Background: an optimization exercise with open tools, aiming at small area, a short achievable clock period and few clock cycles. Do not read the settings as production practice.
Function was checked by simulation only, so behaviour that the tests miss may differ from the original.
Power is estimated from default activity; no workload was simulated.

File: design/flow/flow/run.sh
#!/bin/bash
cat >> config.mk <<'EOC'
export BUFFER_PORTS_ARGS = -buffer_cell sky130_fd_sc_hd__buf_1
EOC
bash standard.sh > standard.log 2>&1
File: design/flow/standard.sh
#!/bin/bash
# synth_recipe.tcl (not shown) runs the flow's synth.tcl, then flattens the netlist and writes it again
# the make line also repeats each setting of config.mk as NAME=value (left out here)
make -C /OpenROAD-flow-scripts/flow DESIGN_CONFIG=/design/flow/config.mk WORK_HOME=/design/flow/orfs CLKGATE_MAP_FILE= SYNTH_SCRIPT=/design/flow/synth_recipe.tcl "${@:-finish}"
File: design/flow/config.mk
export PLATFORM = sky130hd
export DESIGN_NAME = source_64bit_mod3
export DESIGN_NICKNAME = source_64bit_mod3
export VERILOG_FILES = /design/flow/design.v
export SDC_FILE = /design/flow/constraint.sdc
export NUM_CORES = 4
export LEC_CHECK = 0
export CAP_MARGIN = 20
export CORE_AREA = 5 5 85 85
export CTS_BUF_LIST = sky130_fd_sc_hd__clkbuf_2
export DIE_AREA = 0 0 90 90
export SLEW_MARGIN = 20
export SYNTH_HIERARCHICAL = 1
export BUFFER_PORTS_ARGS = -buffer_cell sky130_fd_sc_hd__buf_1
File: design/flow/constraint.sdc
create_clock -name core_clock -period 4.5 [get_ports {clk}]
set_input_delay 0.9000 -clock core_clock [delete_from_list [all_inputs] [get_ports {clk}]]
set_output_delay 0.9000 -clock core_clock [all_outputs]
set_load 0.01 [all_outputs]
File: design/flow/design.v
module g_nand2(input a,b, output y);
assign y = ~(a & b);
endmodule
module g_nand3(input a,b,c, output y);
assign y = ~(a & b & c);
endmodule
module g_nor2(input a,b, output y);
assign y = ~(a | b);
endmodule
module m_digit(input a1, a0, output h, l);
assign h = a1 & ~a0; assign l = a0 & ~a1;
endmodule
module source_64bit_mod3(s, f, x, e, clk);
output reg [1:0] s;
output reg f;
input wire [63:0] x;
input wire e;
input wire clk;
wire m1_h, m1_l; m_digit u1 (.a1(x[1]), .a0(x[0]), .h(m1_h), .l(m1_l));
wire m2_h, m2_l; m_digit u2 (.a1(x[3]), .a0(x[2]), .h(m2_h), .l(m2_l));
wire m3_h, m3_l; m_digit u3 (.a1(x[5]), .a0(x[4]), .h(m3_h), .l(m3_l));
wire m4_h, m4_l; m_digit u4 (.a1(x[7]), .a0(x[6]), .h(m4_h), .l(m4_l));
wire m5_h, m5_l; m_digit u5 (.a1(x[9]), .a0(x[8]), .h(m5_h), .l(m5_l));
wire m6_h, m6_l; m_digit u6 (.a1(x[11]), .a0(x[10]), .h(m6_h), .l(m6_l));
wire m7_h, m7_l; m_digit u7 (.a1(x[13]), .a0(x[12]), .h(m7_h), .l(m7_l));
wire m8_h, m8_l; m_digit u8 (.a1(x[15]), .a0(x[14]), .h(m8_h), .l(m8_l));
wire m9_h, m9_l; m_digit u9 (.a1(x[17]), .a0(x[16]), .h(m9_h), .l(m9_l));
wire m10_h, m10_l; m_digit u10 (.a1(x[19]), .a0(x[18]), .h(m10_h), .l(m10_l));
wire m11_h, m11_l; m_digit u11 (.a1(x[21]), .a0(x[20]), .h(m11_h), .l(m11_l));
wire m12_h, m12_l; m_digit u12 (.a1(x[23]), .a0(x[22]), .h(m12_h), .l(m12_l));
wire m13_h, m13_l; m_digit u13 (.a1(x[25]), .a0(x[24]), .h(m13_h), .l(m13_l));
wire m14_h, m14_l; m_digit u14 (.a1(x[27]), .a0(x[26]), .h(m14_h), .l(m14_l));
wire m15_h, m15_l; m_digit u15 (.a1(x[29]), .a0(x[28]), .h(m15_h), .l(m15_l));
wire m16_h, m16_l; m_digit u16 (.a1(x[31]), .a0(x[30]), .h(m16_h), .l(m16_l));
wire m17_h, m17_l; m_digit u17 (.a1(x[33]), .a0(x[32]), .h(m17_h), .l(m17_l));
wire m18_h, m18_l; m_digit u18 (.a1(x[35]), .a0(x[34]), .h(m18_h), .l(m18_l));
wire m19_h, m19_l; m_digit u19 (.a1(x[37]), .a0(x[36]), .h(m19_h), .l(m19_l));
wire m20_h, m20_l; m_digit u20 (.a1(x[39]), .a0(x[38]), .h(m20_h), .l(m20_l));
wire m21_h, m21_l; m_digit u21 (.a1(x[41]), .a0(x[40]), .h(m21_h), .l(m21_l));
wire m22_h, m22_l; m_digit u22 (.a1(x[43]), .a0(x[42]), .h(m22_h), .l(m22_l));
wire m23_h, m23_l; m_digit u23 (.a1(x[45]), .a0(x[44]), .h(m23_h), .l(m23_l));
wire m24_h, m24_l; m_digit u24 (.a1(x[47]), .a0(x[46]), .h(m24_h), .l(m24_l));
wire m25_h, m25_l; m_digit u25 (.a1(x[49]), .a0(x[48]), .h(m25_h), .l(m25_l));
wire m26_h, m26_l; m_digit u26 (.a1(x[51]), .a0(x[50]), .h(m26_h), .l(m26_l));
wire m27_h, m27_l; m_digit u27 (.a1(x[53]), .a0(x[52]), .h(m27_h), .l(m27_l));
wire m28_h, m28_l; m_digit u28 (.a1(x[55]), .a0(x[54]), .h(m28_h), .l(m28_l));
wire m29_h, m29_l; m_digit u29 (.a1(x[57]), .a0(x[56]), .h(m29_h), .l(m29_l));
wire m30_h, m30_l; m_digit u30 (.a1(x[59]), .a0(x[58]), .h(m30_h), .l(m30_l));
wire m31_h, m31_l; m_digit u31 (.a1(x[61]), .a0(x[60]), .h(m31_h), .l(m31_l));
wire m32_h, m32_l; m_digit u32 (.a1(x[63]), .a0(x[62]), .h(m32_h), .l(m32_l));
wire n33; g_nor2 u33 (.a(m1_h), .b(m1_l), .y(n33));
wire n34; g_nor2 u34 (.a(m2_h), .b(m2_l), .y(n34));
wire n35; g_nand2 u35 (.a(n33), .b(m2_l), .y(n35));
wire n36; g_nand2 u36 (.a(m1_l), .b(n34), .y(n36));
wire n37; g_nand2 u37 (.a(m1_h), .b(m2_h), .y(n37));
wire n38; g_nand3 u38 (.a(n35), .b(n36), .c(n37), .y(n38));
wire n39; g_nand2 u39 (.a(n33), .b(m2_h), .y(n39));
wire n40; g_nand2 u40 (.a(m1_l), .b(m2_l), .y(n40));
wire n41; g_nand2 u41 (.a(m1_h), .b(n34), .y(n41));
wire n42; g_nand3 u42 (.a(n39), .b(n40), .c(n41), .y(n42));
wire n43; g_nor2 u43 (.a(m3_h), .b(m3_l), .y(n43));
wire n44; g_nor2 u44 (.a(m4_h), .b(m4_l), .y(n44));
wire n45; g_nand2 u45 (.a(n43), .b(m4_l), .y(n45));
wire n46; g_nand2 u46 (.a(m3_l), .b(n44), .y(n46));
wire n47; g_nand2 u47 (.a(m3_h), .b(m4_h), .y(n47));
wire n48; g_nand3 u48 (.a(n45), .b(n46), .c(n47), .y(n48));
wire n49; g_nand2 u49 (.a(n43), .b(m4_h), .y(n49));
wire n50; g_nand2 u50 (.a(m3_l), .b(m4_l), .y(n50));
wire n51; g_nand2 u51 (.a(m3_h), .b(n44), .y(n51));
wire n52; g_nand3 u52 (.a(n49), .b(n50), .c(n51), .y(n52));
wire n53; g_nor2 u53 (.a(m5_h), .b(m5_l), .y(n53));
wire n54; g_nor2 u54 (.a(m6_h), .b(m6_l), .y(n54));
wire n55; g_nand2 u55 (.a(n53), .b(m6_l), .y(n55));
wire n56; g_nand2 u56 (.a(m5_l), .b(n54), .y(n56));
wire n57; g_nand2 u57 (.a(m5_h), .b(m6_h), .y(n57));
wire n58; g_nand3 u58 (.a(n55), .b(n56), .c(n57), .y(n58));
wire n59; g_nand2 u59 (.a(n53), .b(m6_h), .y(n59));
wire n60; g_nand2 u60 (.a(m5_l), .b(m6_l), .y(n60));
wire n61; g_nand2 u61 (.a(m5_h), .b(n54), .y(n61));
wire n62; g_nand3 u62 (.a(n59), .b(n60), .c(n61), .y(n62));
wire n63; g_nor2 u63 (.a(m7_h), .b(m7_l), .y(n63));
wire n64; g_nor2 u64 (.a(m8_h), .b(m8_l), .y(n64));
wire n65; g_nand2 u65 (.a(n63), .b(m8_l), .y(n65));
wire n66; g_nand2 u66 (.a(m7_l), .b(n64), .y(n66));
wire n67; g_nand2 u67 (.a(m7_h), .b(m8_h), .y(n67));
wire n68; g_nand3 u68 (.a(n65), .b(n66), .c(n67), .y(n68));
wire n69; g_nand2 u69 (.a(n63), .b(m8_h), .y(n69));
wire n70; g_nand2 u70 (.a(m7_l), .b(m8_l), .y(n70));
wire n71; g_nand2 u71 (.a(m7_h), .b(n64), .y(n71));
wire n72; g_nand3 u72 (.a(n69), .b(n70), .c(n71), .y(n72));
wire n73; g_nor2 u73 (.a(m9_h), .b(m9_l), .y(n73));
wire n74; g_nor2 u74 (.a(m10_h), .b(m10_l), .y(n74));
wire n75; g_nand2 u75 (.a(n73), .b(m10_l), .y(n75));
wire n76; g_nand2 u76 (.a(m9_l), .b(n74), .y(n76));
wire n77; g_nand2 u77 (.a(m9_h), .b(m10_h), .y(n77));
wire n78; g_nand3 u78 (.a(n75), .b(n76), .c(n77), .y(n78));
wire n79; g_nand2 u79 (.a(n73), .b(m10_h), .y(n79));
wire n80; g_nand2 u80 (.a(m9_l), .b(m10_l), .y(n80));
wire n81; g_nand2 u81 (.a(m9_h), .b(n74), .y(n81));
wire n82; g_nand3 u82 (.a(n79), .b(n80), .c(n81), .y(n82));
wire n83; g_nor2 u83 (.a(m11_h), .b(m11_l), .y(n83));
wire n84; g_nor2 u84 (.a(m12_h), .b(m12_l), .y(n84));
wire n85; g_nand2 u85 (.a(n83), .b(m12_l), .y(n85));
wire n86; g_nand2 u86 (.a(m11_l), .b(n84), .y(n86));
wire n87; g_nand2 u87 (.a(m11_h), .b(m12_h), .y(n87));
wire n88; g_nand3 u88 (.a(n85), .b(n86), .c(n87), .y(n88));
wire n89; g_nand2 u89 (.a(n83), .b(m12_h), .y(n89));
wire n90; g_nand2 u90 (.a(m11_l), .b(m12_l), .y(n90));
wire n91; g_nand2 u91 (.a(m11_h), .b(n84), .y(n91));
wire n92; g_nand3 u92 (.a(n89), .b(n90), .c(n91), .y(n92));
wire n93; g_nor2 u93 (.a(m13_h), .b(m13_l), .y(n93));
wire n94; g_nor2 u94 (.a(m14_h), .b(m14_l), .y(n94));
wire n95; g_nand2 u95 (.a(n93), .b(m14_l), .y(n95));
wire n96; g_nand2 u96 (.a(m13_l), .b(n94), .y(n96));
wire n97; g_nand2 u97 (.a(m13_h), .b(m14_h), .y(n97));
wire n98; g_nand3 u98 (.a(n95), .b(n96), .c(n97), .y(n98));
wire n99; g_nand2 u99 (.a(n93), .b(m14_h), .y(n99));
wire n100; g_nand2 u100 (.a(m13_l), .b(m14_l), .y(n100));
wire n101; g_nand2 u101 (.a(m13_h), .b(n94), .y(n101));
wire n102; g_nand3 u102 (.a(n99), .b(n100), .c(n101), .y(n102));
wire n103; g_nor2 u103 (.a(m15_h), .b(m15_l), .y(n103));
wire n104; g_nor2 u104 (.a(m16_h), .b(m16_l), .y(n104));
wire n105; g_nand2 u105 (.a(n103), .b(m16_l), .y(n105));
wire n106; g_nand2 u106 (.a(m15_l), .b(n104), .y(n106));
wire n107; g_nand2 u107 (.a(m15_h), .b(m16_h), .y(n107));
wire n108; g_nand3 u108 (.a(n105), .b(n106), .c(n107), .y(n108));
wire n109; g_nand2 u109 (.a(n103), .b(m16_h), .y(n109));
wire n110; g_nand2 u110 (.a(m15_l), .b(m16_l), .y(n110));
wire n111; g_nand2 u111 (.a(m15_h), .b(n104), .y(n111));
wire n112; g_nand3 u112 (.a(n109), .b(n110), .c(n111), .y(n112));
wire n113; g_nor2 u113 (.a(m17_h), .b(m17_l), .y(n113));
wire n114; g_nor2 u114 (.a(m18_h), .b(m18_l), .y(n114));
wire n115; g_nand2 u115 (.a(n113), .b(m18_l), .y(n115));
wire n116; g_nand2 u116 (.a(m17_l), .b(n114), .y(n116));
wire n117; g_nand2 u117 (.a(m17_h), .b(m18_h), .y(n117));
wire n118; g_nand3 u118 (.a(n115), .b(n116), .c(n117), .y(n118));
wire n119; g_nand2 u119 (.a(n113), .b(m18_h), .y(n119));
wire n120; g_nand2 u120 (.a(m17_l), .b(m18_l), .y(n120));
wire n121; g_nand2 u121 (.a(m17_h), .b(n114), .y(n121));
wire n122; g_nand3 u122 (.a(n119), .b(n120), .c(n121), .y(n122));
wire n123; g_nor2 u123 (.a(m19_h), .b(m19_l), .y(n123));
wire n124; g_nor2 u124 (.a(m20_h), .b(m20_l), .y(n124));
wire n125; g_nand2 u125 (.a(n123), .b(m20_l), .y(n125));
wire n126; g_nand2 u126 (.a(m19_l), .b(n124), .y(n126));
wire n127; g_nand2 u127 (.a(m19_h), .b(m20_h), .y(n127));
wire n128; g_nand3 u128 (.a(n125), .b(n126), .c(n127), .y(n128));
wire n129; g_nand2 u129 (.a(n123), .b(m20_h), .y(n129));
wire n130; g_nand2 u130 (.a(m19_l), .b(m20_l), .y(n130));
wire n131; g_nand2 u131 (.a(m19_h), .b(n124), .y(n131));
wire n132; g_nand3 u132 (.a(n129), .b(n130), .c(n131), .y(n132));
wire n133; g_nor2 u133 (.a(m21_h), .b(m21_l), .y(n133));
wire n134; g_nor2 u134 (.a(m22_h), .b(m22_l), .y(n134));
wire n135; g_nand2 u135 (.a(n133), .b(m22_l), .y(n135));
wire n136; g_nand2 u136 (.a(m21_l), .b(n134), .y(n136));
wire n137; g_nand2 u137 (.a(m21_h), .b(m22_h), .y(n137));
wire n138; g_nand3 u138 (.a(n135), .b(n136), .c(n137), .y(n138));
wire n139; g_nand2 u139 (.a(n133), .b(m22_h), .y(n139));
wire n140; g_nand2 u140 (.a(m21_l), .b(m22_l), .y(n140));
wire n141; g_nand2 u141 (.a(m21_h), .b(n134), .y(n141));
wire n142; g_nand3 u142 (.a(n139), .b(n140), .c(n141), .y(n142));
wire n143; g_nor2 u143 (.a(m23_h), .b(m23_l), .y(n143));
wire n144; g_nor2 u144 (.a(m24_h), .b(m24_l), .y(n144));
wire n145; g_nand2 u145 (.a(n143), .b(m24_l), .y(n145));
wire n146; g_nand2 u146 (.a(m23_l), .b(n144), .y(n146));
wire n147; g_nand2 u147 (.a(m23_h), .b(m24_h), .y(n147));
wire n148; g_nand3 u148 (.a(n145), .b(n146), .c(n147), .y(n148));
wire n149; g_nand2 u149 (.a(n143), .b(m24_h), .y(n149));
wire n150; g_nand2 u150 (.a(m23_l), .b(m24_l), .y(n150));
wire n151; g_nand2 u151 (.a(m23_h), .b(n144), .y(n151));
wire n152; g_nand3 u152 (.a(n149), .b(n150), .c(n151), .y(n152));
wire n153; g_nor2 u153 (.a(m25_h), .b(m25_l), .y(n153));
wire n154; g_nor2 u154 (.a(m26_h), .b(m26_l), .y(n154));
wire n155; g_nand2 u155 (.a(n153), .b(m26_l), .y(n155));
wire n156; g_nand2 u156 (.a(m25_l), .b(n154), .y(n156));
wire n157; g_nand2 u157 (.a(m25_h), .b(m26_h), .y(n157));
wire n158; g_nand3 u158 (.a(n155), .b(n156), .c(n157), .y(n158));
wire n159; g_nand2 u159 (.a(n153), .b(m26_h), .y(n159));
wire n160; g_nand2 u160 (.a(m25_l), .b(m26_l), .y(n160));
wire n161; g_nand2 u161 (.a(m25_h), .b(n154), .y(n161));
wire n162; g_nand3 u162 (.a(n159), .b(n160), .c(n161), .y(n162));
wire n163; g_nor2 u163 (.a(m27_h), .b(m27_l), .y(n163));
wire n164; g_nor2 u164 (.a(m28_h), .b(m28_l), .y(n164));
wire n165; g_nand2 u165 (.a(n163), .b(m28_l), .y(n165));
wire n166; g_nand2 u166 (.a(m27_l), .b(n164), .y(n166));
wire n167; g_nand2 u167 (.a(m27_h), .b(m28_h), .y(n167));
wire n168; g_nand3 u168 (.a(n165), .b(n166), .c(n167), .y(n168));
wire n169; g_nand2 u169 (.a(n163), .b(m28_h), .y(n169));
wire n170; g_nand2 u170 (.a(m27_l), .b(m28_l), .y(n170));
wire n171; g_nand2 u171 (.a(m27_h), .b(n164), .y(n171));
wire n172; g_nand3 u172 (.a(n169), .b(n170), .c(n171), .y(n172));
wire n173; g_nor2 u173 (.a(m29_h), .b(m29_l), .y(n173));
wire n174; g_nor2 u174 (.a(m30_h), .b(m30_l), .y(n174));
wire n175; g_nand2 u175 (.a(n173), .b(m30_l), .y(n175));
wire n176; g_nand2 u176 (.a(m29_l), .b(n174), .y(n176));
wire n177; g_nand2 u177 (.a(m29_h), .b(m30_h), .y(n177));
wire n178; g_nand3 u178 (.a(n175), .b(n176), .c(n177), .y(n178));
wire n179; g_nand2 u179 (.a(n173), .b(m30_h), .y(n179));
wire n180; g_nand2 u180 (.a(m29_l), .b(m30_l), .y(n180));
wire n181; g_nand2 u181 (.a(m29_h), .b(n174), .y(n181));
wire n182; g_nand3 u182 (.a(n179), .b(n180), .c(n181), .y(n182));
wire n183; g_nor2 u183 (.a(m31_h), .b(m31_l), .y(n183));
wire n184; g_nor2 u184 (.a(m32_h), .b(m32_l), .y(n184));
wire n185; g_nand2 u185 (.a(n183), .b(m32_l), .y(n185));
wire n186; g_nand2 u186 (.a(m31_l), .b(n184), .y(n186));
wire n187; g_nand2 u187 (.a(m31_h), .b(m32_h), .y(n187));
wire n188; g_nand3 u188 (.a(n185), .b(n186), .c(n187), .y(n188));
wire n189; g_nand2 u189 (.a(n183), .b(m32_h), .y(n189));
wire n190; g_nand2 u190 (.a(m31_l), .b(m32_l), .y(n190));
wire n191; g_nand2 u191 (.a(m31_h), .b(n184), .y(n191));
wire n192; g_nand3 u192 (.a(n189), .b(n190), .c(n191), .y(n192));
wire n193; g_nor2 u193 (.a(n42), .b(n38), .y(n193));
wire n194; g_nor2 u194 (.a(n52), .b(n48), .y(n194));
wire n195; g_nand2 u195 (.a(n193), .b(n48), .y(n195));
wire n196; g_nand2 u196 (.a(n38), .b(n194), .y(n196));
wire n197; g_nand2 u197 (.a(n42), .b(n52), .y(n197));
wire n198; g_nand3 u198 (.a(n195), .b(n196), .c(n197), .y(n198));
wire n199; g_nand2 u199 (.a(n193), .b(n52), .y(n199));
wire n200; g_nand2 u200 (.a(n38), .b(n48), .y(n200));
wire n201; g_nand2 u201 (.a(n42), .b(n194), .y(n201));
wire n202; g_nand3 u202 (.a(n199), .b(n200), .c(n201), .y(n202));
wire n203; g_nor2 u203 (.a(n62), .b(n58), .y(n203));
wire n204; g_nor2 u204 (.a(n72), .b(n68), .y(n204));
wire n205; g_nand2 u205 (.a(n203), .b(n68), .y(n205));
wire n206; g_nand2 u206 (.a(n58), .b(n204), .y(n206));
wire n207; g_nand2 u207 (.a(n62), .b(n72), .y(n207));
wire n208; g_nand3 u208 (.a(n205), .b(n206), .c(n207), .y(n208));
wire n209; g_nand2 u209 (.a(n203), .b(n72), .y(n209));
wire n210; g_nand2 u210 (.a(n58), .b(n68), .y(n210));
wire n211; g_nand2 u211 (.a(n62), .b(n204), .y(n211));
wire n212; g_nand3 u212 (.a(n209), .b(n210), .c(n211), .y(n212));
wire n213; g_nor2 u213 (.a(n82), .b(n78), .y(n213));
wire n214; g_nor2 u214 (.a(n92), .b(n88), .y(n214));
wire n215; g_nand2 u215 (.a(n213), .b(n88), .y(n215));
wire n216; g_nand2 u216 (.a(n78), .b(n214), .y(n216));
wire n217; g_nand2 u217 (.a(n82), .b(n92), .y(n217));
wire n218; g_nand3 u218 (.a(n215), .b(n216), .c(n217), .y(n218));
wire n219; g_nand2 u219 (.a(n213), .b(n92), .y(n219));
wire n220; g_nand2 u220 (.a(n78), .b(n88), .y(n220));
wire n221; g_nand2 u221 (.a(n82), .b(n214), .y(n221));
wire n222; g_nand3 u222 (.a(n219), .b(n220), .c(n221), .y(n222));
wire n223; g_nor2 u223 (.a(n102), .b(n98), .y(n223));
wire n224; g_nor2 u224 (.a(n112), .b(n108), .y(n224));
wire n225; g_nand2 u225 (.a(n223), .b(n108), .y(n225));
wire n226; g_nand2 u226 (.a(n98), .b(n224), .y(n226));
wire n227; g_nand2 u227 (.a(n102), .b(n112), .y(n227));
wire n228; g_nand3 u228 (.a(n225), .b(n226), .c(n227), .y(n228));
wire n229; g_nand2 u229 (.a(n223), .b(n112), .y(n229));
wire n230; g_nand2 u230 (.a(n98), .b(n108), .y(n230));
wire n231; g_nand2 u231 (.a(n102), .b(n224), .y(n231));
wire n232; g_nand3 u232 (.a(n229), .b(n230), .c(n231), .y(n232));
wire n233; g_nor2 u233 (.a(n122), .b(n118), .y(n233));
wire n234; g_nor2 u234 (.a(n132), .b(n128), .y(n234));
wire n235; g_nand2 u235 (.a(n233), .b(n128), .y(n235));
wire n236; g_nand2 u236 (.a(n118), .b(n234), .y(n236));
wire n237; g_nand2 u237 (.a(n122), .b(n132), .y(n237));
wire n238; g_nand3 u238 (.a(n235), .b(n236), .c(n237), .y(n238));
wire n239; g_nand2 u239 (.a(n233), .b(n132), .y(n239));
wire n240; g_nand2 u240 (.a(n118), .b(n128), .y(n240));
wire n241; g_nand2 u241 (.a(n122), .b(n234), .y(n241));
wire n242; g_nand3 u242 (.a(n239), .b(n240), .c(n241), .y(n242));
wire n243; g_nor2 u243 (.a(n142), .b(n138), .y(n243));
wire n244; g_nor2 u244 (.a(n152), .b(n148), .y(n244));
wire n245; g_nand2 u245 (.a(n243), .b(n148), .y(n245));
wire n246; g_nand2 u246 (.a(n138), .b(n244), .y(n246));
wire n247; g_nand2 u247 (.a(n142), .b(n152), .y(n247));
wire n248; g_nand3 u248 (.a(n245), .b(n246), .c(n247), .y(n248));
wire n249; g_nand2 u249 (.a(n243), .b(n152), .y(n249));
wire n250; g_nand2 u250 (.a(n138), .b(n148), .y(n250));
wire n251; g_nand2 u251 (.a(n142), .b(n244), .y(n251));
wire n252; g_nand3 u252 (.a(n249), .b(n250), .c(n251), .y(n252));
wire n253; g_nor2 u253 (.a(n162), .b(n158), .y(n253));
wire n254; g_nor2 u254 (.a(n172), .b(n168), .y(n254));
wire n255; g_nand2 u255 (.a(n253), .b(n168), .y(n255));
wire n256; g_nand2 u256 (.a(n158), .b(n254), .y(n256));
wire n257; g_nand2 u257 (.a(n162), .b(n172), .y(n257));
wire n258; g_nand3 u258 (.a(n255), .b(n256), .c(n257), .y(n258));
wire n259; g_nand2 u259 (.a(n253), .b(n172), .y(n259));
wire n260; g_nand2 u260 (.a(n158), .b(n168), .y(n260));
wire n261; g_nand2 u261 (.a(n162), .b(n254), .y(n261));
wire n262; g_nand3 u262 (.a(n259), .b(n260), .c(n261), .y(n262));
wire n263; g_nor2 u263 (.a(n182), .b(n178), .y(n263));
wire n264; g_nor2 u264 (.a(n192), .b(n188), .y(n264));
wire n265; g_nand2 u265 (.a(n263), .b(n188), .y(n265));
wire n266; g_nand2 u266 (.a(n178), .b(n264), .y(n266));
wire n267; g_nand2 u267 (.a(n182), .b(n192), .y(n267));
wire n268; g_nand3 u268 (.a(n265), .b(n266), .c(n267), .y(n268));
wire n269; g_nand2 u269 (.a(n263), .b(n192), .y(n269));
wire n270; g_nand2 u270 (.a(n178), .b(n188), .y(n270));
wire n271; g_nand2 u271 (.a(n182), .b(n264), .y(n271));
wire n272; g_nand3 u272 (.a(n269), .b(n270), .c(n271), .y(n272));
wire n273; g_nor2 u273 (.a(n202), .b(n198), .y(n273));
wire n274; g_nor2 u274 (.a(n212), .b(n208), .y(n274));
wire n275; g_nand2 u275 (.a(n273), .b(n208), .y(n275));
wire n276; g_nand2 u276 (.a(n198), .b(n274), .y(n276));
wire n277; g_nand2 u277 (.a(n202), .b(n212), .y(n277));
wire n278; g_nand3 u278 (.a(n275), .b(n276), .c(n277), .y(n278));
wire n279; g_nand2 u279 (.a(n273), .b(n212), .y(n279));
wire n280; g_nand2 u280 (.a(n198), .b(n208), .y(n280));
wire n281; g_nand2 u281 (.a(n202), .b(n274), .y(n281));
wire n282; g_nand3 u282 (.a(n279), .b(n280), .c(n281), .y(n282));
wire n283; g_nor2 u283 (.a(n222), .b(n218), .y(n283));
wire n284; g_nor2 u284 (.a(n232), .b(n228), .y(n284));
wire n285; g_nand2 u285 (.a(n283), .b(n228), .y(n285));
wire n286; g_nand2 u286 (.a(n218), .b(n284), .y(n286));
wire n287; g_nand2 u287 (.a(n222), .b(n232), .y(n287));
wire n288; g_nand3 u288 (.a(n285), .b(n286), .c(n287), .y(n288));
wire n289; g_nand2 u289 (.a(n283), .b(n232), .y(n289));
wire n290; g_nand2 u290 (.a(n218), .b(n228), .y(n290));
wire n291; g_nand2 u291 (.a(n222), .b(n284), .y(n291));
wire n292; g_nand3 u292 (.a(n289), .b(n290), .c(n291), .y(n292));
wire n293; g_nor2 u293 (.a(n242), .b(n238), .y(n293));
wire n294; g_nor2 u294 (.a(n252), .b(n248), .y(n294));
wire n295; g_nand2 u295 (.a(n293), .b(n248), .y(n295));
wire n296; g_nand2 u296 (.a(n238), .b(n294), .y(n296));
wire n297; g_nand2 u297 (.a(n242), .b(n252), .y(n297));
wire n298; g_nand3 u298 (.a(n295), .b(n296), .c(n297), .y(n298));
wire n299; g_nand2 u299 (.a(n293), .b(n252), .y(n299));
wire n300; g_nand2 u300 (.a(n238), .b(n248), .y(n300));
wire n301; g_nand2 u301 (.a(n242), .b(n294), .y(n301));
wire n302; g_nand3 u302 (.a(n299), .b(n300), .c(n301), .y(n302));
wire n303; g_nor2 u303 (.a(n262), .b(n258), .y(n303));
wire n304; g_nor2 u304 (.a(n272), .b(n268), .y(n304));
wire n305; g_nand2 u305 (.a(n303), .b(n268), .y(n305));
wire n306; g_nand2 u306 (.a(n258), .b(n304), .y(n306));
wire n307; g_nand2 u307 (.a(n262), .b(n272), .y(n307));
wire n308; g_nand3 u308 (.a(n305), .b(n306), .c(n307), .y(n308));
wire n309; g_nand2 u309 (.a(n303), .b(n272), .y(n309));
wire n310; g_nand2 u310 (.a(n258), .b(n268), .y(n310));
wire n311; g_nand2 u311 (.a(n262), .b(n304), .y(n311));
wire n312; g_nand3 u312 (.a(n309), .b(n310), .c(n311), .y(n312));
wire n313; g_nor2 u313 (.a(n282), .b(n278), .y(n313));
wire n314; g_nor2 u314 (.a(n292), .b(n288), .y(n314));
wire n315; g_nand2 u315 (.a(n313), .b(n288), .y(n315));
wire n316; g_nand2 u316 (.a(n278), .b(n314), .y(n316));
wire n317; g_nand2 u317 (.a(n282), .b(n292), .y(n317));
wire n318; g_nand3 u318 (.a(n315), .b(n316), .c(n317), .y(n318));
wire n319; g_nand2 u319 (.a(n313), .b(n292), .y(n319));
wire n320; g_nand2 u320 (.a(n278), .b(n288), .y(n320));
wire n321; g_nand2 u321 (.a(n282), .b(n314), .y(n321));
wire n322; g_nand3 u322 (.a(n319), .b(n320), .c(n321), .y(n322));
wire n323; g_nor2 u323 (.a(n302), .b(n298), .y(n323));
wire n324; g_nor2 u324 (.a(n312), .b(n308), .y(n324));
wire n325; g_nand2 u325 (.a(n323), .b(n308), .y(n325));
wire n326; g_nand2 u326 (.a(n298), .b(n324), .y(n326));
wire n327; g_nand2 u327 (.a(n302), .b(n312), .y(n327));
wire n328; g_nand3 u328 (.a(n325), .b(n326), .c(n327), .y(n328));
wire n329; g_nand2 u329 (.a(n323), .b(n312), .y(n329));
wire n330; g_nand2 u330 (.a(n298), .b(n308), .y(n330));
wire n331; g_nand2 u331 (.a(n302), .b(n324), .y(n331));
wire n332; g_nand3 u332 (.a(n329), .b(n330), .c(n331), .y(n332));
wire n333; g_nor2 u333 (.a(n322), .b(n318), .y(n333));
wire n334; g_nor2 u334 (.a(n332), .b(n328), .y(n334));
wire n335; g_nand2 u335 (.a(n333), .b(n328), .y(n335));
wire n336; g_nand2 u336 (.a(n318), .b(n334), .y(n336));
wire n337; g_nand2 u337 (.a(n322), .b(n332), .y(n337));
wire n338; g_nand3 u338 (.a(n335), .b(n336), .c(n337), .y(n338));
wire n339; g_nand2 u339 (.a(n333), .b(n332), .y(n339));
wire n340; g_nand2 u340 (.a(n318), .b(n328), .y(n340));
wire n341; g_nand2 u341 (.a(n322), .b(n334), .y(n341));
wire n342; g_nand3 u342 (.a(n339), .b(n340), .c(n341), .y(n342));
always @(posedge clk) begin
  f <= e;
  s <= {n342, n338};
end
endmodule
==> results.cfg <==
[place]
gp_congestion = 0.698
portBuffers = 68
dp_hpwl_mm = 3.81
place_area_um2 = 2130

[power]
comb_power_share_pct = 80.4
powerDensity_nw_per_um2 = 182
p_seq_share_pct = 10.5
p_sw_w = 0.000209
ir_drop_mv = 0.0664
clockPowerShare_pct = 9.0
leakage_nw = 0.972
p_int_w = 0.000182
power_switching_share_pct = 53.4

[floorplan]
die_h_um = 90
initial_utilization_pct = 28.4
rows = 29
die_w_um = 90
die_area_um2 = 8100
pin_count = 69
core_um2 = 6280

[min_path]
hold_class = in2reg
hp-start = e

[critical_path]
crit_path_start = x[53]
critPathLaunchType = primary input
cp_top_family = simple AND/OR/NAND/NOR gates
crit_type = in2reg
path_cells = buf_1 -> nor2b_1 -> nor2_1 -> nand2_1 -> nand3_1 -> nor2_1 -> nand2_1 -> nand3_1 -> nor2_1 -> nand2_1 -> nand3_1 -> nor2_1 -> nand2_1 -> nand3_1 -> nor2_1 -> nand2_1 -> nand3_1
crit_required_ps = 4580
path_buf_inv = 1
critPathArrivalTime_ps = 2640
cp_slowest_stage_delay_ps = 230
slowest_stage = nor2b_1
cp_max_fo = 3
critPathCaptureType = register

[clock_network]
clockRootBuffer = clkbuf_2
cts_setup_buffers = 0
ctsHoldBuffers = 0
cts_resized = 0
clock_sinks = 3
h-tree-depth = 1
tritoncts = yes
cts.clk_slew.worst_paths_ps = 40
numCtsBuffers = 3
clk_path_buf_depth = 2

[route]
drc = 0
drt_wl_total_mm = 4.09
via_per_inst = 4.57
wl_per_cell_um = 7.77
firstDrtPassIters = 4
vias = 2406
drt_iter0_markers = 52
antenna_left = 0

[yosys]
async_flop_share_pct = 0
synth_flop_cell = dfxtp_1
synth.most_common_cell = nand2_1
yosys.area.top_type_share_pct = 39.2
synth_edf_count = 0
synth_area_um2 = 1780
yosysWarnings = 7
synth.distinct_cells = 6
syn_avg_cell_area_um2 = 4.73
syn_inst = 377
seq_area_frac_synth_pct = 3.37
synth_area_leader_cell = nand2_1
postSynthNetCount = 443
synthTopCellsByArea = nand2_1 39%, nand3_1 17%, and2b_2 16%
yosys_register_bits = 3
synth_common_cells = 186 x nand2_1, 62 x nand3_1, 62 x nor2_1

[job]
cap_violations = 0

[sta]
worstMarginPinSlew_ps = 216
hold_violations = 0
maxSlewViolCount = 0
fin_setup_tns_ps = 0
report.final.setup_viol = 0
slew_headroom_pct = 85.5
finalCritPeriodShare_pct = 56.9
min_period_ps = 2560
rsz0062_at_grt = no
fmax_mhz = 391

[cells_and_area]
fin_nets = 516
drive_gt1_share_pct = 8.02
final_area_um2 = 2150
multiInputGateArea_um2 = 1720
antenna_cells = 0
syn2layout_area_growth_pct = 20.9
fillers = 732
regArea_um2 = 60.1

[global_routing]
track_usage_pct = 10.2
grt_max_degree = 4
antenna_found_initial = 0
grt_pass1_wl_mm = 7.76
grt_pass1_vias = 2186
grt.overflow.total = 0

[status]
status = finished clean
==> path summary, 6_finish.rpt <==
| check | cells after the start | to | slack, ps |
|---|---|---|---|
| min | 1 | f | 800 |
| max | 17 | s[1] | 1940 |
==> registers in the layout, indices dropped and copies added (netlist names) <==
signal / cells
f: 1
s: 2
==> power groups by stage <==
| stage | clock [W] | combinational [W] | sequential, W |
|---|---|---|---|
| 2_1_floorplan | 0 | 0.000243 | 0.0000451 |
| 3_3_place_gp | 0 | 0.000304 | 0.0000419 |
| 3_5_place_dp | 0 | 0.000317 | 0.0000422 |
| 4_1_cts | 0.0000371 | 0.000318 | 0.0000418 |
| 5_1_grt | 0.0000404 | 0.000375 | 0.0000422 |
| 6_report | 0.0000354 | 0.000315 | 0.0000411 |
==> through the flow <==
step	setup WS (ps)	hold WS, ps	instances	power [W]	util, %
after detailed placement	1740	994	522	0.000359	34.0
after floorplan	2050	928	377	0.000288	-
after global placement	1810	991	522	0.000346	34.0
final	1940	797	526	0.000391	34.3
after CTS	1950	783	526	0.000397	34.3
after global routing	1540	774	526	0.000458	34.3
==> logic make-up (layout without fill, tap and decap cells) <==
family                 count (synthesis)  after routing  share of synthesized area, %
and+or+nand+nor                      374            374                          96.6
buffers and inverters                  0             72                             0
DFF                                    3              3                          3.37
==> routing by layer <==
layer	track usage [%]	routed length (um)	vias up
met5	0	0	-
met2	20.2	2140	35
li1	-	-	1342
met3	1.75	226	0
met1	11.1	1730	1029
met4	1.99	0	0
==> modules after synthesis (local to each module, per instance) <==
module,cells inside,times used
source_64bit_mod3,3,1
m_digit,2,32
g_nand3,1,62
g_nand2,1,186
g_nor2,1,62
==> layout make-up <==
class	count	area share, %
Clock buffer	4	0.930
Multi-Input combinational cell	374	80.0
Sequential cell	3	2.79
Tap cell	77	4.47
Timing Repair Buffer	68	11.9
==> cell usage in the layout (no fill, tap or decap) <==
cell / count
nor2_1: 62
dfxtp_1: 3
nand3_1: 62
nor2b_1: 32
buf_1: 68
and2b_2: 32
clkbuf_2: 4
nand2_1: 186
Testbench counts, summed over its fixed seeds: cycles 1,600.

==> port drivers added, routing unchanged <==
The results above use ideal ports. As a check the final layout listed here was re-extracted and re-timed, cells and wires unchanged. Step 1 sets driving cells, clkbuf_16 on the clock port and buf_2 on the other inputs (assumed; they add their load-dependent delay and slew). Step 2 moves the port delays by t, midway between the first and last clock arrival at a register: inputs arrive t later, outputs are due t later. That takes back most of the time a late clock gives input paths. Slacks: ideal ports / drivers / drivers and shift; pairs: ideal ports / drivers.
t, ns: 0.207
setup slack, ns: 1.940 / 1.931 / 1.724
clock arrival spread, ns: 0.002 / 0.002
After both steps this run still meets setup and hold. For this run, drivers alone change the setup slack by -0.009 ns; drivers and shift together by -0.216 ns.
